This design comes from an exercise in tuning for small area and a short achievable clock period on the open sky130 flow, not from production work. At most, simulation tests tie the RTL to the original design; equivalence was not proved. Power figures rest on the tool's default switching activity, not on a simulated workload.

==> flow/design.v (excerpt) <==
module SIMD(clk,rst,opcode,funct3,funct7,rd_data1,rd_data2,rd_data3,w_add,immed,instrc_add,wr_add,wr_data);
Size: about 1300 cells after synthesis, about 80 flip-flops, ~110 I/O pins, ~13000 um2 of cells after synthesis.
export LEC_CHECK = 0
export CAP_MARGIN = 20
export CORE_MARGIN = 2
export CORE_UTILIZATION = 60
export SETUP_SLACK_MARGIN = 3.5
export SLEW_MARGIN = 20
export SYNTH_HIERARCHICAL = 1
export SYNTH_MINIMUM_KEEP_SIZE = 0
create_clock -name core_clock -period 10.6 [get_ports {clk}]
standard.sh (not shown) runs the stock make flow with config.mk's settings and CLKGATE_MAP_FILE= SYNTH_SCRIPT=/design/flow/synth_recipe.tcl, a recipe that flattens the netlist after the stock synthesis.
==> flow/flow/run.sh <==
#!/bin/bash
# The standard layout with two changes after synthesis (which is the
# standard one, unchanged): the port buffers that placement inserts start as
# buf_1 instead of the default delay buffer, and the resizer may swap a cell
# for one of another footprint.
set -e
bash standard.sh synth > synth.log 2>&1
export BUFFER_PORTS_ARGS="-buffer_cell sky130_fd_sc_hd__buf_1"
bash standard.sh MATCH_CELL_FOOTPRINT=0 finish > layout.log 2>&1
Edit:
--- a/flow/config.mk
+++ b/flow/config.mk
@@ -10,3 +10,4 @@
 export CORE_UTILIZATION = 60
-export SETUP_SLACK_MARGIN = 3.5
+export CTS_BUF_LIST = sky130_fd_sc_hd__clkbuf_4 sky130_fd_sc_hd__clkbuf_8
+export SETUP_SLACK_MARGIN = 4
 export SLEW_MARGIN = 20
Outcome:
- sequential power rises by about 1%
- routed wire length goes up by 0.91%
- design area goes up by 1.2%
Edit:
--- a/flow/config.mk
+++ b/flow/config.mk
@@ -10,3 +10,2 @@
 export CORE_UTILIZATION = 60
-export CTS_BUF_LIST = sky130_fd_sc_hd__clkbuf_4 sky130_fd_sc_hd__clkbuf_8
 export SETUP_SLACK_MARGIN = 4
After rerunning: The new run completed with no timing, DRC or antenna violations; setup slack is worse by 56 ps; core utilization hardly moves; sequential power stays flat; non-clock buffer count drops by 7.
Edit:
--- a/flow/config.mk
+++ b/flow/config.mk
@@ -9,3 +9,3 @@
 export CORE_MARGIN = 2
-export CORE_UTILIZATION = 60
+export CORE_UTILIZATION = 67
 export SETUP_SLACK_MARGIN = 4
Maximum frequency went down by 1.5%.
Power climbs by 2.9%.
Global-route usage goes up by 4.0 points.
Worst setup slack got worse by 100 ps.
Clock skew fell by 3.3 ps.
Via count increases by 2.4%.

* * *

Another version of the RTL of SIMD (not shown whole).
Size in the first run: ~80 flip-flops, roughly 110 I/O pins, roughly 13000 sq um of cells after synthesis.
==> flow/design.v (excerpt) <==
module SIMD(clk,rst,opcode,funct3,funct7,rd_data1,rd_data2,rd_data3,w_add,immed,instrc_add,wr_add,wr_data);
input clk;
input rst;
input [6:0] opcode;
input [2:0] funct3;
input [6:0] funct7;
input [15:0] rd_data1;
input [15:0] rd_data2;
input [15:0] rd_data3;
input [4:0] w_add;
input [11:0] immed;
output [6:0] instrc_add;
output [4:0] wr_add;
output [15:0] wr_data;
wire alu = (opcode == 7'b0111011);
wire mac = (opcode == 7'b1001011);
wire shl = (opcode == 7'b0100011) | (opcode == 7'b1010011);
wire shr = (opcode == 7'b1100011);
wire m16 = (funct3 == 3'b001);
wire m8  = (funct3 == 3'b010);
wire m4  = (funct3 == 3'b100);
wire op_add  = alu & (funct7 == 7'b0000000);
wire op_sub  = alu & (funct7 == 7'b0100000);
wire op_mul  = alu & (funct7 == 7'b1000001);
wire op_mulh = alu & (funct7 == 7'b1000010);
wire op_madd  = mac & (funct7[1:0] == 2'b01);
wire op_maddh = mac & (funct7[1:0] == 2'b10);
wire op_and = alu & (funct7 == 7'b0001000);
wire op_or  = alu & (funct7 == 7'b0010000);
wire op_xor = alu & (funct7 == 7'b0011000);
wire op_not = alu & (funct7 == 7'b0110000);
  ...
clock: 10.6 ns
lec_check: 0
cap_margin: 20
core_margin: 2
core_utilization: 60
setup_slack_margin: 4
slew_margin: 20
synth_hierarchical: 1
synth_minimum_keep_size: 0
==> flow/flow/run.sh <==
#!/bin/bash
# The standard layout, with one change: the port buffers that placement
# inserts start as buf_1 instead of the default delay buffer (the resizer
# still sizes them as timing needs). Synthesis is the standard one, unchanged.
set -e
bash standard.sh synth > synth.log 2>&1
export BUFFER_PORTS_ARGS="-buffer_cell sky130_fd_sc_hd__buf_1"
bash standard.sh > layout.log 2>&1
The first run finished with timing, DRC and antenna clean.
Edit:
==> flow/run.sh (new file) <==
#!/bin/bash
# synth_recipe.tcl (not shown) runs the flow's synth.tcl, then flattens the netlist and writes it again
# the make line also repeats each setting of config.mk as NAME=value (left out here)
make -C /OpenROAD-flow-scripts/flow DESIGN_CONFIG=/design/flow/config.mk WORK_HOME=/design/flow/orfs CLKGATE_MAP_FILE= SYNTH_SCRIPT=/design/flow/synth_recipe.tcl finish
removed: flow/flow/run.sh
removed: flow/standard.sh
The new run finished clean.
Count of clock-buffer cells in the layout is unchanged.
Cell area increases by a few percent.
Wire length increases by a few percent.
Edit:
==> flow/flow/run.sh (new file) <==
#!/bin/bash
# The standard layout with two changes after synthesis (which is the
# standard one, unchanged): the port buffers that placement inserts start as
# buf_1 instead of the default delay buffer, and the resizer may swap a cell
# for one of another footprint.
set -e
bash standard.sh synth > synth.log 2>&1
export BUFFER_PORTS_ARGS="-buffer_cell sky130_fd_sc_hd__buf_1"
bash standard.sh MATCH_CELL_FOOTPRINT=0 finish > layout.log 2>&1
==> flow/standard.sh (new file) <==
#!/bin/bash
# synth_recipe.tcl (not shown) runs the flow's synth.tcl, then flattens the netlist and writes it again
# the make line also repeats each setting of config.mk as NAME=value (left out here)
make -C /OpenROAD-flow-scripts/flow DESIGN_CONFIG=/design/flow/config.mk WORK_HOME=/design/flow/orfs CLKGATE_MAP_FILE= SYNTH_SCRIPT=/design/flow/synth_recipe.tcl "${@:-finish}"
- PLACE_DENSITY: default -> 0.75
removed: flow/run.sh
Result:
- The changed run completed without violations
- setup slack got worse by 0.013 ns
- power falls by 5.9%
- sequential share of layout area rises by 0.48 points
- routed wire length falls by 8.2%
- non-clock buffer count falls by 2
Edit:
- PLACE_DENSITY: 0.75 -> default
Outcome: The new run produced a clean layout; routed wire length increases by 4.9%; area after synthesis is unchanged; core utilization falls by 0.35 points; final cell count is about the same.
Function was not checked in any run of this note: the RTL went through the layout flow alone.

* * *

Another version of the RTL of SIMD (not shown whole).
Size in the first run: about 110 I/O pins, ~12000 um^2 of cells after synthesis.
==> flow/design.v (excerpt) <==
module SIMD(clk,rst,opcode,funct3,funct7,rd_data1,rd_data2,rd_data3,w_add,immed,instrc_add,wr_add,wr_data);
==> flow/config.mk <==
export PLATFORM = sky130hd
export DESIGN_NAME = SIMD
export DESIGN_NICKNAME = SIMD
export VERILOG_FILES = /design/flow/design.v
export SDC_FILE = /design/flow/constraint.sdc
export NUM_CORES = 4
export LEC_CHECK = 0
export CAP_MARGIN = 20
export CORE_MARGIN = 2
export CORE_UTILIZATION = 60
export CTS_BUF_LIST = sky130_fd_sc_hd__clkbuf_8 sky130_fd_sc_hd__clkbuf_16
export SETUP_SLACK_MARGIN = 4
export SLEW_MARGIN = 20
export SYNTH_HIERARCHICAL = 1
export SYNTH_MINIMUM_KEEP_SIZE = 0
==> flow/constraint.sdc <==
create_clock -name core_clock -period 10.6 [get_ports {clk}]
set_input_delay 2.1200 -clock core_clock [delete_from_list [all_inputs] [get_ports {clk}]]
set_output_delay 2.1200 -clock core_clock [all_outputs]
set_load 0.01 [all_outputs]
==> flow/flow/run.sh <==
#!/bin/bash
# The standard layout with two changes after synthesis (which is the
# standard one, unchanged): the port buffers that placement inserts start as
# buf_1 instead of the default delay buffer, and the resizer may swap a cell
# for one of another footprint.
set -e
bash standard.sh synth > synth.log 2>&1
export BUFFER_PORTS_ARGS="-buffer_cell sky130_fd_sc_hd__buf_1"
bash standard.sh MATCH_CELL_FOOTPRINT=0 finish > layout.log 2>&1
The first run finished clean.
Edit:
--- a/flow/config.mk
+++ b/flow/config.mk
@@ -10,2 +10,2 @@
-export CORE_UTILIZATION = 60
-export CTS_BUF_LIST = sky130_fd_sc_hd__clkbuf_8 sky130_fd_sc_hd__clkbuf_16
+export CORE_UTILIZATION = 55
+export CTS_BUF_LIST = sky130_fd_sc_hd__clkbuf_8
Effect: The changed run completed with no timing, DRC or antenna violations. Die area grows by a little under a tenth. Clock skew drops by 3.4 ps. Combinational power barely changes. Synthesized area is unchanged.
Edit:
--- a/flow/config.mk
+++ b/flow/config.mk
@@ -10 +10 @@
-export CORE_UTILIZATION = 55
+export CORE_UTILIZATION = 60
@@ -12 +12 @@
-export SETUP_SLACK_MARGIN = 4
+export SETUP_SLACK_MARGIN = 3.8
Clock skew climbs by 4.0 ps.
Worst setup slack degrades by 230 ps.
Via count drops slightly.
Edit:
--- a/flow/config.mk
+++ b/flow/config.mk
@@ -12 +12 @@
-export SETUP_SLACK_MARGIN = 3.8
+export SETUP_SLACK_MARGIN = 4
Effect: Cell count grows by about 1.1%; global-route usage goes down by 0.61 points; non-clock buffer count rises by 18; flip-flop and latch count does not change; core utilization came out higher by 1.3 points; hold slack improves by 11 ps.
Edit:
--- a/flow/config.mk
+++ b/flow/config.mk
@@ -11 +10,0 @@
-export CTS_BUF_LIST = sky130_fd_sc_hd__clkbuf_8
Result: Core utilization increases by 0.92 points; final area rose by about 1.4%; total power is higher by about 5.6%; worst setup slack gains 39 ps.

* * *

SIMD with an RTL version that a note above also has.
For scale: roughly 1300 cells after synthesis, about 80 flip-flops, roughly 110 I/O pins.
export LEC_CHECK = 0
export CAP_MARGIN = 20
export CORE_MARGIN = 2
export CORE_UTILIZATION = 60
export SETUP_SLACK_MARGIN = 4
export SLEW_MARGIN = 20
export SYNTH_HIERARCHICAL = 1
export SYNTH_MINIMUM_KEEP_SIZE = 0
create_clock -name core_clock -period 10.6 [get_ports {clk}]
==> flow/flow/run.sh <==
#!/bin/bash
# The standard layout, with one change: the port buffers that placement
# inserts start as buf_1 instead of the default delay buffer (the resizer
# still sizes them as timing needs). Synthesis is the standard one, unchanged.
set -e
bash standard.sh synth > synth.log 2>&1
export BUFFER_PORTS_ARGS="-buffer_cell sky130_fd_sc_hd__buf_1"
export RECOVER_POWER=100
bash standard.sh > layout.log 2>&1
The starting point produced a layout that fails on capacitance limit, slew limit.
==> next run, changes <==
--- a/flow/flow/run.sh
+++ b/flow/flow/run.sh
@@ -7,3 +7,2 @@
 export BUFFER_PORTS_ARGS="-buffer_cell sky130_fd_sc_hd__buf_1"
-export RECOVER_POWER=100
 bash standard.sh > layout.log 2>&1
- SETUP_SLACK_MARGIN: 4 -> 5
Effect: This time the run went through all stages and came out clean. Register-to-register slack hardly moves. Global-route usage increases by 1.6 points. Setup slack gets better by 2.0 ns. Wire length increases by a few percent. Cell area increases by about a fifth. Sequential share of layout area decreases by 1.5 points. Clock skew decreases by 0.0059 ns. Via count increases by a few percent. Synthesized area stays the same. Non-clock buffer count increases by 80.
No functional check of the RTL was part of any run of this note.

## static timing again, ports no longer ideal
The flow's constraints put no driver on any port. The routed layouts listed below were extracted and timed again, unchanged, in two steps.
Step 1, drivers: a clkbuf_16 drives clk and a buf_2 each remaining input, both assumed.
Step 2 also shifts input and output timing later by t, the mid clock arrival at the registers, as if the neighbouring blocks saw the same clock.
a / b / c = ideal ports / drivers / drivers and shift; a / b = the first two.
run | t, ns | setup slack, ns | worst setup path after step 2 | worst register clock-pin slew, ns | cell pins on the clock port's net
the first run of note 1 | 0.370 | 3.690 / 3.718 / 3.347 | input to register | 0.06 / 0.06 | 1
the second run of note 1 | 0.407 | 4.051 / 4.070 / 3.663 | input to register | 0.09 / 0.09 | 1
the third run of note 1 | 0.388 | 3.995 / 4.022 / 3.634 | input to register | 0.07 / 0.07 | 1
the fourth run of note 1 | 0.374 | 3.894 / 3.913 / 3.539 | input to register | 0.06 / 0.06 | 1
the first run of note 2 | 0.393 | 4.055 / 4.078 / 3.685 | input to register | 0.07 / 0.07 | 1
the second run of note 2 | 0.394 | 4.053 / 4.064 / 3.670 | input to register | 0.08 / 0.08 | 1
the third run of note 2 | 0.386 | 4.040 / 4.059 / 3.674 | input to register | 0.07 / 0.07 | 1
the fourth run of note 2 | 0.397 | 4.055 / 4.073 / 3.676 | input to register | 0.09 / 0.09 | 1
the first run of note 3 | 0.391 | 4.085 / 4.118 / 3.727 | input to register | 0.07 / 0.07 | 1
the second run of note 3 | 0.396 | 4.120 / 4.143 / 3.746 | input to register | 0.09 / 0.09 | 1
the third run of note 3 | 0.405 | 3.893 / 3.919 / 3.514 | input to register | 0.09 / 0.09 | 1
the fourth run of note 3 | 0.413 | 4.046 / 4.072 / 3.658 | input to register | 0.10 / 0.10 | 1
the fifth run of note 3 | 0.391 | 4.085 / 4.118 / 3.727 | input to register | 0.07 / 0.07 | 1
the first run of note 4 | 0.392 | 2.434 / 2.466 / 2.074 | input to register | 0.07 / 0.07 | 1
the second run of note 4 | 0.391 | 4.397 / 4.354 / 3.963 | input to register | 0.07 / 0.07 | 1
For the second run of note 4, which loses most, drivers alone change the setup slack by -0.043 ns; drivers and shift together by -0.434 ns.
